Background: an optimization exercise with open tools, aiming at small area and a short achievable clock period. Do not read the settings as production practice.

==> module KGP_RISC, before the edit <==
module KGP_RISC(
        input clock,
        input rst,
        output [7:0] imem_addr,
        input [31:0] imem_data,
        output [7:0] dmem_addr,
        output [31:0] dmem_wdata,
        output dmem_we,
        input [31:0] dmem_rdata,
        output [15:0] r
    );
reg [7:0]  pc;
reg [1023:0] rf;            
reg [31:0] opa, opb;         
reg [31:0] mpa, mpb;         
reg [31:0] ada, adb;         
reg [22:0] e_imm;            
reg [3:0]  e_alo;            
reg        e_ac4;            
reg [3:0]  e_ahi0, e_ahi1;   
reg        e_xor, e_and, e_neg, e_shl, e_shr, e_sra, e_ld;
reg        e_st, e_we, e_jmp, e_jlbl;
reg [4:0]  e_wa;
wire [31:0] nx = imem_data;                    
wire [2:0]  n_op = nx[31:29];
wire [4:0]  n_rs = nx[28:24];
wire [4:0]  n_rt = nx[23:19];
wire [3:0]  n_f  = nx[13:10];
wire [1:0]  n_fi = nx[1:0];
wire n_r = n_op == 3'd0;
wire n_i = n_op == 3'd1;
wire n_m = n_op == 3'd2;
wire n_j = n_op == 3'd3;
wire n_z = n_op == 3'd4;
wire n_mul = !rst && n_r && (n_f == 4'd10 || n_f == 4'd11);
wire n_add = !rst && ((n_r && n_f == 4'd3) || (n_i && n_fi == 2'd0));    
wire n_neg = !rst && ((n_r && n_f == 4'd2) || (n_i && n_fi == 2'd1));    
wire [31:0] n_imm = {{10{nx[23]}}, nx[23:2]};
wire [31:0] sum;              
add32bk u_add(.a(ada), .b(adb), .cin(e_neg), .s(sum));
wire [4:0]  shamt = opb[4:0];
wire [31:0] opa_rev;
genvar gi;
generate for (gi = 0; gi < 32; gi = gi + 1) begin : g_rev
    assign opa_rev[gi] = opa[31-gi];
end endgenerate
wire [31:0] sh_in = e_shl ? opa_rev : opa;
wire        sh_fill = e_sra & opa[31];
wire [31:0] sh_mask = 32'hffffffff >> shamt;       
wire [31:0] sh_r = (sh_in >> shamt) | ({32{sh_fill}} & ~sh_mask);
wire [31:0] sh_rev;
generate for (gi = 0; gi < 32; gi = gi + 1) begin : g_rev2
    assign sh_rev[gi] = sh_r[31-gi];
end endgenerate
wire [31:0] shv = e_shl ? sh_rev : sh_r;
wire [31:0] prod;             
mul32lo u_mul(.a(mpa), .b(mpb), .p(prod));
wire [31:0] res = ({32{e_xor}} & (opa ^ opb))
                | ({32{e_and}} & (opa & opb))
                | sum
                | ({32{e_shl | e_shr | e_sra}} & shv)
                | prod
                | ({32{e_ld}} & dmem_rdata);
wire fwd_a = e_we && e_wa == n_rs;
wire fwd_b = e_we && e_wa == n_rt;
wire [31:0] dec_a = 32'd1 << n_rs;
wire [31:0] dec_b = 32'd1 << n_rt;
reg  [31:0] rf_a, rf_b;
integer j;
always @(*) begin
    rf_a = 32'd0;
    rf_b = 32'd0;
    for (j = 0; j < 32; j = j + 1) begin
        rf_a = rf_a | ({32{dec_a[j]}} & rf[32*j +: 32]);
        rf_b = rf_b | ({32{dec_b[j]}} & rf[32*j +: 32]);
    end
end
wire [31:0] rd_a = fwd_a ? res : rf_a;
wire [31:0] rd_b = fwd_b ? res : rf_b;
wire [4:0] alo_n  = rd_a[3:0] + nx[4:1];
wire [3:0] ahi0_n = rd_a[7:4] + nx[8:5];
wire [3:0] ohi_p1 = {nx[8] ^ (nx[7] & nx[6] & nx[5]), nx[7] ^ (nx[6] & nx[5]),
                     nx[6] ^ nx[5], ~nx[5]};    
wire [3:0] ahi1_n = rd_a[7:4] + ohi_p1;
integer k;
always @(posedge clock) begin
    for (k = 0; k < 32; k = k + 1)
        if (e_we && e_wa == k) rf[32*k +: 32] <= res;
    opa <= rd_a;
    opb <= rd_b;
    mpa <= rd_a & {32{n_mul}};
    mpb <= rd_b & {32{n_mul}};
    ada <= rd_a & {32{n_add}};
    adb <= n_i ? (n_imm & {32{n_add}}) | (~n_imm & {32{n_neg}})
               : (rd_b & {32{n_add}}) | (~rd_b & {32{n_neg}});
    e_alo <= alo_n[3:0];
    e_ac4 <= alo_n[4];
    e_ahi0 <= ahi0_n;
    e_ahi1 <= ahi1_n;
end
always @(posedge clock) begin
    e_imm    <= nx[23:1];
    e_xor    <= !rst && n_r && n_f == 4'd0;
    e_and    <= !rst && n_r && n_f == 4'd1;
    e_neg    <= n_neg;
    e_shl    <= !rst && n_r && (n_f == 4'd4 || n_f == 4'd6);
    e_shr    <= !rst && n_r && (n_f == 4'd5 || n_f == 4'd7);
    e_sra    <= !rst && n_r && (n_f == 4'd8 || n_f == 4'd9);
    e_ld     <= !rst && n_m && !nx[0];
    e_st     <= !rst && n_m && nx[0];
    e_we     <= rst || n_r || n_i || (n_m && !nx[0]) || (n_j && nx[3:0] == 4'd9);
    e_wa     <= rst ? 5'd0 : n_m ? n_rt : (n_j ? 5'd31 : n_rs);
    e_jmp    <= !rst && (n_j || n_z);
    e_jlbl   <= n_j;
end
always @(posedge clock) begin
    if (rst)
        pc <= 8'd0;
    else if (e_jmp)
        pc <= e_jlbl ? e_imm[10:3] : 8'd0;
    else
        pc <= pc + 8'd1;
end
assign imem_addr  = pc;
assign dmem_addr  = {e_ac4 ? e_ahi1 : e_ahi0, e_alo};
assign dmem_wdata = opb;
assign dmem_we    = e_st;
assign r          = rf[32*7 +: 16];
endmodule
==> flow/config.mk <==
export PLATFORM = sky130hd
export DESIGN_NAME = KGP_RISC
export DESIGN_NICKNAME = KGP_RISC
export VERILOG_FILES = /design/flow/design.v
export SDC_FILE = /design/flow/constraint.sdc
export NUM_CORES = 4
export LEC_CHECK = 0
export ABC_AREA = 1
export CAP_MARGIN = 20
export CORE_MARGIN = 2
export CORE_UTILIZATION = 40
export SLEW_MARGIN = 20
export TNS_END_PERCENT = 5
==> flow/constraint.sdc <==
create_clock -name core_clock -period 22.0 [get_ports {clock}]
set_input_delay 4.4000 -clock core_clock [delete_from_list [all_inputs] [get_ports {clock}]]
set_output_delay 4.4000 -clock core_clock [all_outputs]
set_load 0.01 [all_outputs]
standard.sh (not shown) runs the stock make flow with config.mk's settings and CLKGATE_MAP_FILE= SYNTH_SCRIPT=/design/flow/synth_recipe.tcl, a recipe that flattens the netlist after the stock synthesis.
==> flow/flow/run.sh <==
#!/bin/bash
# Standard ORFS layout (the standard.sh) with these changes to how the
# layout is made; the SDC, the clock period and the synthesis are unchanged:
# - repair_timing is asked to leave a setup margin, so that it keeps
#   improving paths well below the (loose) clock period;
# - every port still gets a buffer, but a plain buf_2 rather than the delay
#   cell buffer_ports picks by default;
# - clock tree: larger sink clusters and no dummy loads;
# - no gate cloning in repair_timing (clones late in the flow can overload
#   the net that drives them, after the last repair_design).
set -euo pipefail
export SETUP_SLACK_MARGIN=16
export BUFFER_PORTS_ARGS="-buffer_cell sky130_fd_sc_hd__buf_2"
export SKIP_GATE_CLONING=1
export CTS_ARGS="-sink_clustering_enable -repair_clock_nets -dont_use_dummy_load -sink_clustering_size 24 -sink_clustering_max_diameter 80"
bash standard.sh synth > synth.log 2>&1
bash standard.sh finish > layout.log 2>&1
The baseline completed with no timing, DRC or antenna violations.
Then changed:
--- a/flow/design.v
+++ b/flow/design.v
@@ -974,11 +974,10 @@
 reg [31:0] opa, opb;         
 reg [31:0] mpa, mpb;         
-reg [31:0] ada, adb;         
 reg [22:0] e_imm;            
 reg [3:0]  e_alo;            
 reg        e_ac4;            
 reg [3:0]  e_ahi0, e_ahi1;   
-reg        e_xor, e_and, e_neg, e_shl, e_shr, e_sra, e_ld;
-reg        e_st, e_we, e_jmp, e_jlbl;
+reg        e_xor, e_and, e_add, e_neg, e_shl, e_shr, e_sra, e_ld;
+reg        e_useimm, e_st, e_we, e_jmp, e_jlbl;
 reg [4:0]  e_wa;
 wire [31:0] nx = imem_data;                    
@@ -994,9 +993,8 @@
 wire n_z = n_op == 3'd4;
 wire n_mul = !rst && n_r && (n_f == 4'd10 || n_f == 4'd11);
-wire n_add = !rst && ((n_r && n_f == 4'd3) || (n_i && n_fi == 2'd0));    
-wire n_neg = !rst && ((n_r && n_f == 4'd2) || (n_i && n_fi == 2'd1));    
-wire [31:0] n_imm = {{10{nx[23]}}, nx[23:2]};
-wire [31:0] sum;              
-add32bk u_add(.a(ada), .b(adb), .cin(e_neg), .s(sum));
+wire [31:0] imm = {{10{e_imm[22]}}, e_imm[22:1]};
+wire [31:0] y   = e_useimm ? imm : opb;
+wire [31:0] sum;
+add32bk u_add(.a(e_neg ? 32'd0 : opa), .b(e_neg ? ~y : y), .cin(e_neg), .s(sum));
 wire [4:0]  shamt = opb[4:0];
 wire [31:0] opa_rev;
@@ -1018,5 +1016,5 @@
 wire [31:0] res = ({32{e_xor}} & (opa ^ opb))
                 | ({32{e_and}} & (opa & opb))
-                | sum
+                | ({32{e_add | e_neg}} & sum)
                 | ({32{e_shl | e_shr | e_sra}} & shv)
                 | prod
@@ -1051,7 +1049,4 @@
     mpa <= rd_a & {32{n_mul}};
     mpb <= rd_b & {32{n_mul}};
-    ada <= rd_a & {32{n_add}};
-    adb <= n_i ? (n_imm & {32{n_add}}) | (~n_imm & {32{n_neg}})
-               : (rd_b & {32{n_add}}) | (~rd_b & {32{n_neg}});
     e_alo <= alo_n[3:0];
     e_ac4 <= alo_n[4];
@@ -1063,5 +1058,6 @@
     e_xor    <= !rst && n_r && n_f == 4'd0;
     e_and    <= !rst && n_r && n_f == 4'd1;
-    e_neg    <= n_neg;
+    e_neg    <= !rst && ((n_r && n_f == 4'd2) || (n_i && n_fi == 2'd1));
+    e_add    <= !rst && ((n_r && n_f == 4'd3) || (n_i && n_fi == 2'd0));
     e_shl    <= !rst && n_r && (n_f == 4'd4 || n_f == 4'd6);
     e_shr    <= !rst && n_r && (n_f == 4'd5 || n_f == 4'd7);
@@ -1069,4 +1065,5 @@
     e_ld     <= !rst && n_m && !nx[0];
     e_st     <= !rst && n_m && nx[0];
+    e_useimm <= n_i;
     e_we     <= rst || n_r || n_i || (n_m && !nx[0]) || (n_j && nx[3:0] == 4'd9);
     e_wa     <= rst ? 5'd0 : n_m ? n_rt : (n_j ? 5'd31 : n_rs);
Outcome:
- The new run finished with timing, DRC and antenna clean
- register-to-register slack gains 0.20 ns
- maximum frequency rises by 1.1%
- die area came out lower by about 1.7%
- flip-flop and latch count goes down by 48
- area after synthesis decreases by about 1.7%
- final area fell by about 1.7%
- worst hold slack gains 0.049 ns
Function was not checked in any run of this note: the RTL went through the layout flow alone.

-- port drivers added, routing unchanged --
In the flow no input, the clock included, has a driving cell. The finished layouts below were timed again as built, in two steps.
Step 1: set_driving_cell puts a clkbuf_16 on clock and a buf_2 on each other input, an assumption about the parent block.
Step 2 adds t to the input delays and takes it off the output delays; t is the mean of the earliest and latest rising clock arrival at the registers after step 1. Input paths then give back, and output paths get back, about the clock's delay inside the block.
a / b / c = ideal ports / drivers / drivers and shift; a / b = the first two.
run	t, ns	slack for setup (ns)	worst setup path at the end	worst register clock-pin slew, ns	worst data-port slew with drivers (ns)
the first run	0.783	15.064 / 15.026 / 14.243	input to register	0.10 / 0.10	0.22
the second run	0.795	15.140 / 15.132 / 14.337	input to register	0.11 / 0.11	0.25
After both steps every run listed still meets setup and hold. The setup slack of the first run, which loses most, moves by -0.038 ns with the drivers and by -0.821 ns with both steps.
